This is an optimization exercise on Yosys and OpenROAD, whose aim is small area, a short achievable clock period and few clock cycles per item, not a production implementation.
Only simulation tests tie the RTL to the original design; equivalence was not proved.
Power figures rest on the tool's default switching activity, not on a simulated workload.

## lane 1
==> flow/design.v <==
module task3 (
    input  wire        clk,
    input  wire        rst,
    input  wire [2:0]  opcode,
    input  wire [7:0]  in2,
    input  wire [7:0]  in1,
    input  wire [7:0]  in0,
    output wire [23:0] result,
    output wire        done
);
    wire [7:0] a = in2, b = in1, c = in0;
    reg  [23:0] S, C;         
    reg  [7:0]  ar, yr;       
    reg  [10:0] xr;           
    reg  [1:0]  ph;           
    wire acc = (ph == 2'd0);
    assign done   = acc;
    wire [23:0] P = S + C;
    assign result = P;
    wire is0 = opcode == 3'd0, is1 = opcode == 3'd1, is2 = opcode == 3'd2, is3 = opcode == 3'd3;
    wire is4 = opcode == 3'd4, is5 = opcode == 3'd5, is6 = opcode == 3'd6, is7 = opcode == 3'd7;
    wire [23:0] bz = {16'd0, b};
    wire [23:0] cz = {16'd0, c};
    wire [23:0] bs = {{16{b[7]}}, b};
    wire [23:0] cs = {{16{c[7]}}, c};
    wire [23:0] shr = $signed(cs) >>> b;
    wire [1:0]  s7 = {1'b0, a[7]} + {1'b0, b[7]} + {1'b0, c[7]};
    reg [15:0] X;
    reg [7:0]  Y;
    reg [23:0] F1, F2;
    reg        k1, k13;
    always @(*) begin
        X = 16'd0; Y = 8'd0; F1 = 24'd0; F2 = 24'd0; k1 = 1'b0; k13 = 1'b0;
        case (ph)
            2'd0: begin
                if (is0) begin F1 = bz;  F2 = cz; end
                if (is1) begin F1 = ~bz; F2 = cz; k1 = 1'b1; end
                if (is2) begin X = cs[15:0]; Y = b; F2 = {17'd0, b[7], 6'd0}; end
                if (is3) F1 = shr;
                if (is4) begin X = bs[15:0]; Y = b; F2 = {17'd0, b[7], 6'd0}; end
                if (is5) begin X = cs[15:0]; Y = c; F2 = {17'd0, c[7], 6'd0}; end
                if (is6) begin X = {{8{a[7]}}, a}; Y = 8'd1; F1 = bs; F2 = cs; end
                if (is7) begin X = ~{bs[13:0], 2'b00}; Y = b; F1 = {bs[21:0], 2'b00};
                               F2 = {16'd0, s7, 6'd0}; k13 = 1'b1; end
            end
            2'd1: begin X = P[15:0]; Y = yr; F2 = {17'd0, yr[7], 6'd0}; end
            default: begin X = {{5{xr[10]}}, xr}; Y = yr; F1 = S; F2 = C; end
        endcase
    end
    wire [16:0] xe = {X[15], X};
    wire [8:0]  yb = {Y, 1'b0};
    wire [16:0] v0, v1, v2, v3;
    wire [3:0]  ng;
    genvar j;
    generate for (j = 0; j < 4; j = j + 1) begin : bth
        wire y2 = yb[2*j+2], y1 = yb[2*j+1], y0 = yb[2*j];
        wire one = y1 ^ y0;
        wire two = (y2 & ~y1 & ~y0) | (~y2 & y1 & y0);
        wire [16:0] sel = ({17{one}} & xe) | ({17{two}} & {xe[15:0], 1'b0});
        wire [16:0] v = sel ^ {17{y2}};
        assign ng[j] = y2;
        if (j == 0) assign v0 = v;
        if (j == 1) assign v1 = v;
        if (j == 2) assign v2 = v;
        if (j == 3) assign v3 = v;
    end endgenerate
    wire [23:0] B0 = {5'd0, ~v0[16], v0[16], v0[16], v0[15:0]};
    wire [23:0] B1 = {3'd0, 1'b1, ~v1[16], v1[15:0], 1'b0, ng[0]};
    wire [23:0] B2 = {1'd0, 1'b1, ~v2[16], v2[15:0], 1'b0, ng[1], 1'b0, k1};
    wire [23:0] B3 = {1'b1, ~v3[16], v3[15:0], 1'b0, ng[2], k13, k13, 1'b0, k13};
    function [47:0] csa(input [23:0] x, input [23:0] y, input [23:0] z);
        csa = {x ^ y ^ z, ((x & y) | (x & z) | (y & z)) << 1};
    endfunction
    wire [23:0] s1, c1, s2, c2, s3, c3, s4, c4;
    assign {s1, c1} = csa(B0, B1, B2);
    assign {s2, c2} = csa(B3, F1, F2);
    assign {s3, c3} = csa(s1, c1, s2);
    assign {s4, c4} = csa(s3, c3, c2);
    always @(posedge clk) begin
        S <= s4;
        C <= c4;
        ar <= a;
        if (ph == 2'd2) begin
            yr <= ar;
            xr <= {ar[7], ar[7], ar[7], ar} * 11'sd5 + 11'sd8;
        end else begin
            yr <= c;
            xr <= {c[7], c[7], c[7], c} * 11'sd6 - 11'sd2;
        end
        if (rst) ph <= 2'd0;
        else case (ph)
            2'd0: ph <= is5 ? 2'd1 : is7 ? 2'd2 : 2'd0;
            2'd2: ph <= 2'd3;
            default: ph <= 2'd0;
        endcase
    end
endmodule
==> flow/config.mk <==
export PLATFORM = sky130hd
export DESIGN_NAME = task3
export DESIGN_NICKNAME = task3
export VERILOG_FILES = /design/flow/design.v
export SDC_FILE = /design/flow/constraint.sdc
export NUM_CORES = 4
export LEC_CHECK = 0
export ABC_AREA = 1
export CAP_MARGIN = 20
export CORE_MARGIN = 2
export CORE_UTILIZATION = 40
export SETUP_SLACK_MARGIN = 5
export SLEW_MARGIN = 20
export TNS_END_PERCENT = 100
==> flow/constraint.sdc <==
create_clock -name core_clock -period 11.0 [get_ports {clk}]
set_input_delay 2.2000 -clock core_clock [delete_from_list [all_inputs] [get_ports {clk}]]
set_output_delay 2.2000 -clock core_clock [all_outputs]
set_load 0.01 [all_outputs]
standard.sh (not shown) runs the stock make flow with config.mk's settings and CLKGATE_MAP_FILE= SYNTH_SCRIPT=/design/flow/synth_recipe.tcl, a recipe that flattens the netlist after the stock synthesis.
==> flow/flow/run.sh <==
#!/bin/bash
# Standard layout, except: synthesis leaves the adder trees to ABC instead
# of extracting full-adder cells (ADDER_MAP_FILE empty), port buffers use a
# faster cell, and the timing repair aims at a tighter setup margin. The make
# output goes to standard.log; each ORFS step's full log stays under orfs/logs.
set -o pipefail
bash standard.sh ADDER_MAP_FILE= "BUFFER_PORTS_ARGS=-buffer_cell sky130_fd_sc_hd__buf_4" SETUP_SLACK_MARGIN=6 TNS_END_PERCENT=100 finish > standard.log 2>&1
Testbench counts of lane 1, summed over its fixed seeds: cycles 219,878, ops 160,000.
The inputs of lane 2 differ from those of lane 1 as listed below.
==> flow/flow/run.sh <==
#!/bin/bash
# Standard layout with port buffers of a faster cell and the timing repair
# aimed at a tighter setup margin. The make output goes to standard.log;
# each ORFS step's full log stays under orfs/logs.
set -o pipefail
bash standard.sh "BUFFER_PORTS_ARGS=-buffer_cell sky130_fd_sc_hd__buf_1" SETUP_SLACK_MARGIN=5.5 TNS_END_PERCENT=100 finish > standard.log 2>&1
Results
Looking at the reports, lane 2 completed the entire flow and the layout it produced met the timing, design-rule and antenna checks. On clock network power share: between lane 2 and lane 1, it ends up higher for lane 2. Re sum of buffers and inverters on the critical path: lane 2 and lane 1 aren't equal, and the lower value belongs to lane 1. Lane 2 against lane 1: critical path data arrival time now larger, upper clock frequency limit now smaller, part of the power in combinational logic now smaller. register to output port as the type of the worst setup path was reported by lane 1, and input pin to register by lane 2. Total power: lane 2 below lane 1.
--- input diff lane 2..lane 3 ---
==> flow/flow/run.sh <==
#!/bin/bash
# Standard layout with port buffers of a faster cell and the timing repair
# aimed at a tighter setup margin. The make output goes to standard.log;
# each ORFS step's full log stays under orfs/logs.
set -o pipefail
bash standard.sh "BUFFER_PORTS_ARGS=-buffer_cell sky130_fd_sc_hd__buf_4" SETUP_SLACK_MARGIN=5 TNS_END_PERCENT=100 finish > standard.log 2>&1
Findings:
Lane 3 against lane 2: worst-case vdd ir drop now sits lower, via count fell 328, core utilization of the finished layout shrank by 2.2 points, total non-filler cell area in the finished layout fell 4.7%, average wire per cell in the routed design fell 3.6%. Lane 3 ends up with a fraction of area in clock buffers and inverters that is 0.58 points higher than in lane 2. Compared with lane 2, lane 3 shows sum of internal, switching and leakage power higher by about 2.8%. From lane 2 to lane 3 the numbers moved as follows: first-pass GRT wire length down about 2.7%; largest net degree at the start of global routing shows an increase of 1; maximum frequency dropped about 6%; final wirelength fell by 6.6%.

* * *

// task3: RTL as listed in full above, without the edits since
Settings: LEC_CHECK=0, ABC_AREA=1, CAP_MARGIN=20, CORE_MARGIN=2, CORE_UTILIZATION=40, SETUP_SLACK_MARGIN=5, SLEW_MARGIN=20, TNS_END_PERCENT=30; clock period 11.0 ns.
==> flow/flow/run.sh <==
#!/bin/bash
# Standard layout with port buffers of a faster cell and the timing repair
# aimed at a tighter setup margin. The make output goes to standard.log;
# each ORFS step's full log stays under orfs/logs.
set -o pipefail
bash standard.sh "BUFFER_PORTS_ARGS=-buffer_cell sky130_fd_sc_hd__buf_4" SETUP_SLACK_MARGIN=5 TNS_END_PERCENT=30 finish > standard.log 2>&1
Testbench counts at the start, summed over its fixed seeds: cycles 219,878, ops 160,000.
Change:
--- a/flow/flow/run.sh
+++ b/flow/flow/run.sh
@@ -5,2 +5,2 @@
 set -o pipefail
-bash standard.sh "BUFFER_PORTS_ARGS=-buffer_cell sky130_fd_sc_hd__buf_4" SETUP_SLACK_MARGIN=5 TNS_END_PERCENT=30 finish > standard.log 2>&1
+bash standard.sh "BUFFER_PORTS_ARGS=-buffer_cell sky130_fd_sc_hd__buf_4" SETUP_SLACK_MARGIN=5 TNS_END_PERCENT=5 finish > standard.log 2>&1
--- a/flow/config.mk
+++ b/flow/config.mk
@@ -13,2 +13,2 @@
 export SLEW_MARGIN = 20
-export TNS_END_PERCENT = 30
+export TNS_END_PERCENT = 5
=> Global-route usage stays the same. Via count hardly moves. Setup slack got worse by 0.046 ns. Power barely changes. Register-to-register slack hardly moves. Non-clock buffer count stays the same. Worst hold slack gets better by 0.0033 ns. Die area stays the same.
Change:
--- a/flow/flow/run.sh
+++ b/flow/flow/run.sh
@@ -5,2 +5,2 @@
 set -o pipefail
-bash standard.sh "BUFFER_PORTS_ARGS=-buffer_cell sky130_fd_sc_hd__buf_4" SETUP_SLACK_MARGIN=5 TNS_END_PERCENT=5 finish > standard.log 2>&1
+bash standard.sh "BUFFER_PORTS_ARGS=-buffer_cell sky130_fd_sc_hd__buf_4" SETUP_SLACK_MARGIN=5 TNS_END_PERCENT=100 finish > standard.log 2>&1
--- a/flow/config.mk
+++ b/flow/config.mk
@@ -11,4 +11,5 @@
 export CORE_UTILIZATION = 40
+export GPL_TIMING_DRIVEN = 1
 export SETUP_SLACK_MARGIN = 5
 export SLEW_MARGIN = 20
-export TNS_END_PERCENT = 5
+export TNS_END_PERCENT = 100
The new run finished with timing, DRC and antenna clean.
Via count stays flat.
Wire length hardly moves.
Fmax is higher slightly.
Register-to-register slack hardly moves.
Clock power is about the same.
Hold slack got worse by 0.0033 ns.
Cell count is unchanged.
Sequential power stays flat.
Utilization barely changes.
Clock skew barely changes.
Sequential cell count is unchanged.
Change:
--- a/flow/flow/run.sh
+++ b/flow/flow/run.sh
@@ -5,2 +5,2 @@
 set -o pipefail
-bash standard.sh "BUFFER_PORTS_ARGS=-buffer_cell sky130_fd_sc_hd__buf_4" SETUP_SLACK_MARGIN=5 TNS_END_PERCENT=100 finish > standard.log 2>&1
+bash standard.sh "BUFFER_PORTS_ARGS=-buffer_cell sky130_fd_sc_hd__buf_4" SETUP_SLACK_MARGIN=4.5 TNS_END_PERCENT=100 finish > standard.log 2>&1
--- a/flow/config.mk
+++ b/flow/config.mk
@@ -11,3 +11,2 @@
 export CORE_UTILIZATION = 40
-export GPL_TIMING_DRIVEN = 1
 export SETUP_SLACK_MARGIN = 5
Design area falls by 1.1%.
Setup slack gets worse by 0.30 ns.
Sequential cell count does not change.
Via count hardly moves.
Clock power stays flat.
Synthesized area is unchanged.
Wire length falls by 0.32%.
Synthesized cell count stays the same.
First-iteration DRC count rises by 2.7%.

* * *

the previous run:
Another version of the RTL of task3 (not shown whole).
Size: roughly 75 flip-flops, ~54 I/O pins.
Settings: LEC_CHECK=0, ABC_AREA=1, CAP_MARGIN=20, CORE_MARGIN=2, CORE_UTILIZATION=55, CTS_BUF_LIST=sky130_fd_sc_hd__clkbuf_4 sky130_fd_sc_hd__clkbuf_8, SETUP_SLACK_MARGIN=5, SLEW_MARGIN=20, TNS_END_PERCENT=100; clock period 11.0 ns.
==> flow/flow/run.sh <==
#!/bin/bash
# Standard layout with port buffers of a faster cell and the timing repair
# aimed at a tighter setup margin. The make output goes to standard.log;
# each ORFS step's full log stays under orfs/logs.
set -o pipefail
bash standard.sh "BUFFER_PORTS_ARGS=-buffer_cell sky130_fd_sc_hd__buf_1" SETUP_SLACK_MARGIN=5.5 TNS_END_PERCENT=100 finish > standard.log 2>&1
Testbench counts of the previous run, summed over its fixed seeds: cycles 219,878, ops 160,000.
Edits applied to the flow inputs when going from the previous run to the current run:
- a change of CTS_BUF_LIST from sky130_fd_sc_hd__clkbuf_4 sky130_fd_sc_hd__clkbuf_8 to sky130_fd_sc_hd__clkbuf_8
- a change of CORE_UTILIZATION from 55 to 40
### Flow results
In the current run the detailed-routed wire length on met2 turned out 4.3% higher than in the previous run.
Compared to the previous run, the current run leaves more free space in the core.
Going from the previous run to the current run, final area increased by about 0.75% relative to the old numbers; setup slack of the critical path after layout increased by 0.068 ns relative to the old numbers; number of global-route vias before repair increased by about 2.2% relative to the old numbers; top fanout value on the critical path decreased by 1 relative to the old numbers.

* * *

## build 52
task3, a different RTL version from the one above (not shown whole).
Size in the first run: about 1,200 cells after synthesis, ~75 flip-flops, roughly 54 I/O pins, about 8900 um^2 of cells after synthesis.
clock: 11.0 ns
lec_check: 0
abc_area: 1
cap_margin: 20
core_margin: 2
core_utilization: 40
setup_slack_margin: 5
slew_margin: 20
tns_end_percent: 100
==> flow/flow/run.sh <==
#!/bin/bash
# Standard layout with port buffers of a faster cell and the timing repair
# aimed at a tighter setup margin. The make output goes to standard.log;
# each ORFS step's full log stays under orfs/logs.
set -o pipefail
bash standard.sh "BUFFER_PORTS_ARGS=-buffer_cell sky130_fd_sc_hd__buf_1" SETUP_SLACK_MARGIN=5.65 TNS_END_PERCENT=100 finish > standard.log 2>&1
Testbench counts of build 52, summed over its fixed seeds: cycles 219,878, ops 160,000.
Inputs modified between build 52 and build 97:
# build 52
export LEC_CHECK = 0
export ABC_AREA = 1
export CAP_MARGIN = 20
export CORE_MARGIN = 2
export CORE_UTILIZATION = 40
export SETUP_SLACK_MARGIN = 5
export SLEW_MARGIN = 20
export TNS_END_PERCENT = 100
create_clock -name core_clock -period 11.0 [get_ports {clk}]
# build 97
export LEC_CHECK = 0
export ABC_AREA = 1
export CAP_MARGIN = 20
export CORE_MARGIN = 2
export CORE_UTILIZATION = 40
export CTS_BUF_LIST = sky130_fd_sc_hd__clkbuf_4 sky130_fd_sc_hd__clkbuf_8
export SETUP_SLACK_MARGIN = 5
export SLEW_MARGIN = 20
export TNS_END_PERCENT = 100
create_clock -name core_clock -period 11.0 [get_ports {clk}]
==> flow/flow/run.sh <==
#!/bin/bash
# Standard layout with port buffers of a faster cell and the timing repair
# aimed at a tighter setup margin. The make output goes to standard.log;
# each ORFS step's full log stays under orfs/logs.
set -o pipefail
bash standard.sh "BUFFER_PORTS_ARGS=-buffer_cell sky130_fd_sc_hd__buf_1" SETUP_SLACK_MARGIN=5.5 TNS_END_PERCENT=100 finish > standard.log 2>&1
--- outcome ---
- Compared to build 52, the routing of build 97 uses less wire.
- Going from build 52 to build 97, the area of all placed cells without fillers was found to have gone down by about 3.7%.
- Build 52 → build 97: via count comparable, setup slack down 0.10 ns, clock transition at the registers of the reported paths increased 0.02 ns, sequential share of layout area grew by 0.57 points.
- Utilization in build 97 is 1.7 points below build 52.
- Compared build 52 against build 97; combinational power within noise.
- For synthesized cell count, build 97 and build 52 come out practically identical.
- Total design power was higher in build 52 than in build 97.
- Final critical delay including setup and external delays was higher in build 97 than in build 52.
diff inputs: build 97 => build 85
# build 97
export LEC_CHECK = 0
export ABC_AREA = 1
export CAP_MARGIN = 20
export CORE_MARGIN = 2
export CORE_UTILIZATION = 40
export CTS_BUF_LIST = sky130_fd_sc_hd__clkbuf_4 sky130_fd_sc_hd__clkbuf_8
export SETUP_SLACK_MARGIN = 5
export SLEW_MARGIN = 20
export TNS_END_PERCENT = 100
create_clock -name core_clock -period 11.0 [get_ports {clk}]
# build 85
export LEC_CHECK = 0
export ABC_AREA = 1
export CAP_MARGIN = 20
export CORE_MARGIN = 2
export CORE_UTILIZATION = 40
export SETUP_SLACK_MARGIN = 5
export SLEW_MARGIN = 20
export TNS_END_PERCENT = 100
create_clock -name core_clock -period 11.0 [get_ports {clk}]
==> flow/flow/run.sh <==
#!/bin/bash
# Standard layout with port buffers of a faster cell and the timing repair
# aimed at a tighter setup margin. The make output goes to standard.log;
# each ORFS step's full log stays under orfs/logs.
set -o pipefail
bash standard.sh "BUFFER_PORTS_ARGS=-buffer_cell sky130_fd_sc_hd__buf_1" SETUP_SLACK_MARGIN=5.8 TNS_END_PERCENT=100 finish > standard.log 2>&1
[summary]
Per the comparison of build 85 with build 97, net switching fraction of the power saw a decrease; path length in cells of the critical path saw a decrease; total track usage saw a decrease; met3 routing resource usage after global routing saw an increase; via count of the first global-routing pass saw little to no change.
Detailed-routed wire length on met3 sits higher in build 85 than in build 97.
Build 85 vs build 97: data required time at the worst endpoint up in build 85
Modified inputs, build 81 compared to build 85
==> flow/flow/run.sh <==
#!/bin/bash
# Standard layout with port buffers of a faster cell and the timing repair
# aimed at a tighter setup margin. The make output goes to standard.log;
# each ORFS step's full log stays under orfs/logs.
set -o pipefail
bash standard.sh "BUFFER_PORTS_ARGS=-buffer_cell sky130_fd_sc_hd__buf_1" SETUP_SLACK_MARGIN=5.3 TNS_END_PERCENT=100 finish > standard.log 2>&1
==> comparison <==
Delta (build 81 minus build 85): period utilization went up by 2.8 points, final design area excluding fillers went down by 8.6%, register-to-register slack went up by 0.14 ns, hold slack went down by 0.048 ns, number of vias after detailed routing went down by 294.
The data required time of the worst path reported for build 81 is smaller than that of build 85 by 0.07 ns.
Build 81 ran to completion and came out clean on the timing, design-rule and antenna checks.
Of build 85 and build 81, the run reporting the higher worst-margin pin slew was build 85.
Per the comparison of build 81 with build 85, wire length shrank by about 1.4%; wire length of the first global-routing pass grew by about 0.37%.

what the ideal ports hide:
The results above use ideal ports. As a check the final layouts listed here were re-extracted and re-timed, cells and wires unchanged.
Step 1 assumes that a clkbuf_16 drives the clock port and a buf_2 every other input.
Step 2 adds t to the input delays and takes it off the output delays; t is the mean of the earliest and latest rising clock arrival at the registers after step 1. Input paths then give back, and output paths get back, about the clock's delay inside the block.
Slacks: ideal / step 1 / step 2; pairs: ideal / step 1.
run	t (ns)	setup WS [ns]	clock arrival spread, ns	worst data-port slew with drivers (ns)
lane 1	0.408	6.049 / 6.000 / 5.685	0.009 / 0.009	0.05
lane 2	0.390	5.556 / 5.581 / 5.191	0.006 / 0.006	0.04
lane 3	0.395	5.223 / 5.247 / 4.852	0.010 / 0.010	0.03
the first run of note 2	0.395	5.223 / 5.247 / 4.852	0.010 / 0.010	0.03
the second run of note 2	0.394	5.177 / 5.201 / 4.807	0.010 / 0.010	0.03
the third run of note 2	0.395	5.223 / 5.247 / 4.852	0.010 / 0.010	0.03
the fourth run of note 2	0.395	4.926 / 4.943 / 4.549	0.010 / 0.009	0.03
the previous run	0.425	5.584 / 5.605 / 5.180	0.012 / 0.012	0.03
the current run	0.430	5.652 / 5.668 / 5.238	0.021 / 0.021	0.04
build 52	0.396	5.741 / 5.759 / 5.363	0.009 / 0.008	0.05
build 97	0.416	5.638 / 5.659 / 5.243	0.008 / 0.008	0.03
build 85	0.400	5.778 / 5.761 / 5.362	0.010 / 0.009	0.06
build 81	0.396	5.470 / 5.495 / 5.099	0.007 / 0.007	0.03
After both steps setup and hold are still met in every run listed. The setup slack of build 85, which loses most, moves by -0.017 ns with the drivers and by -0.416 ns with both steps.
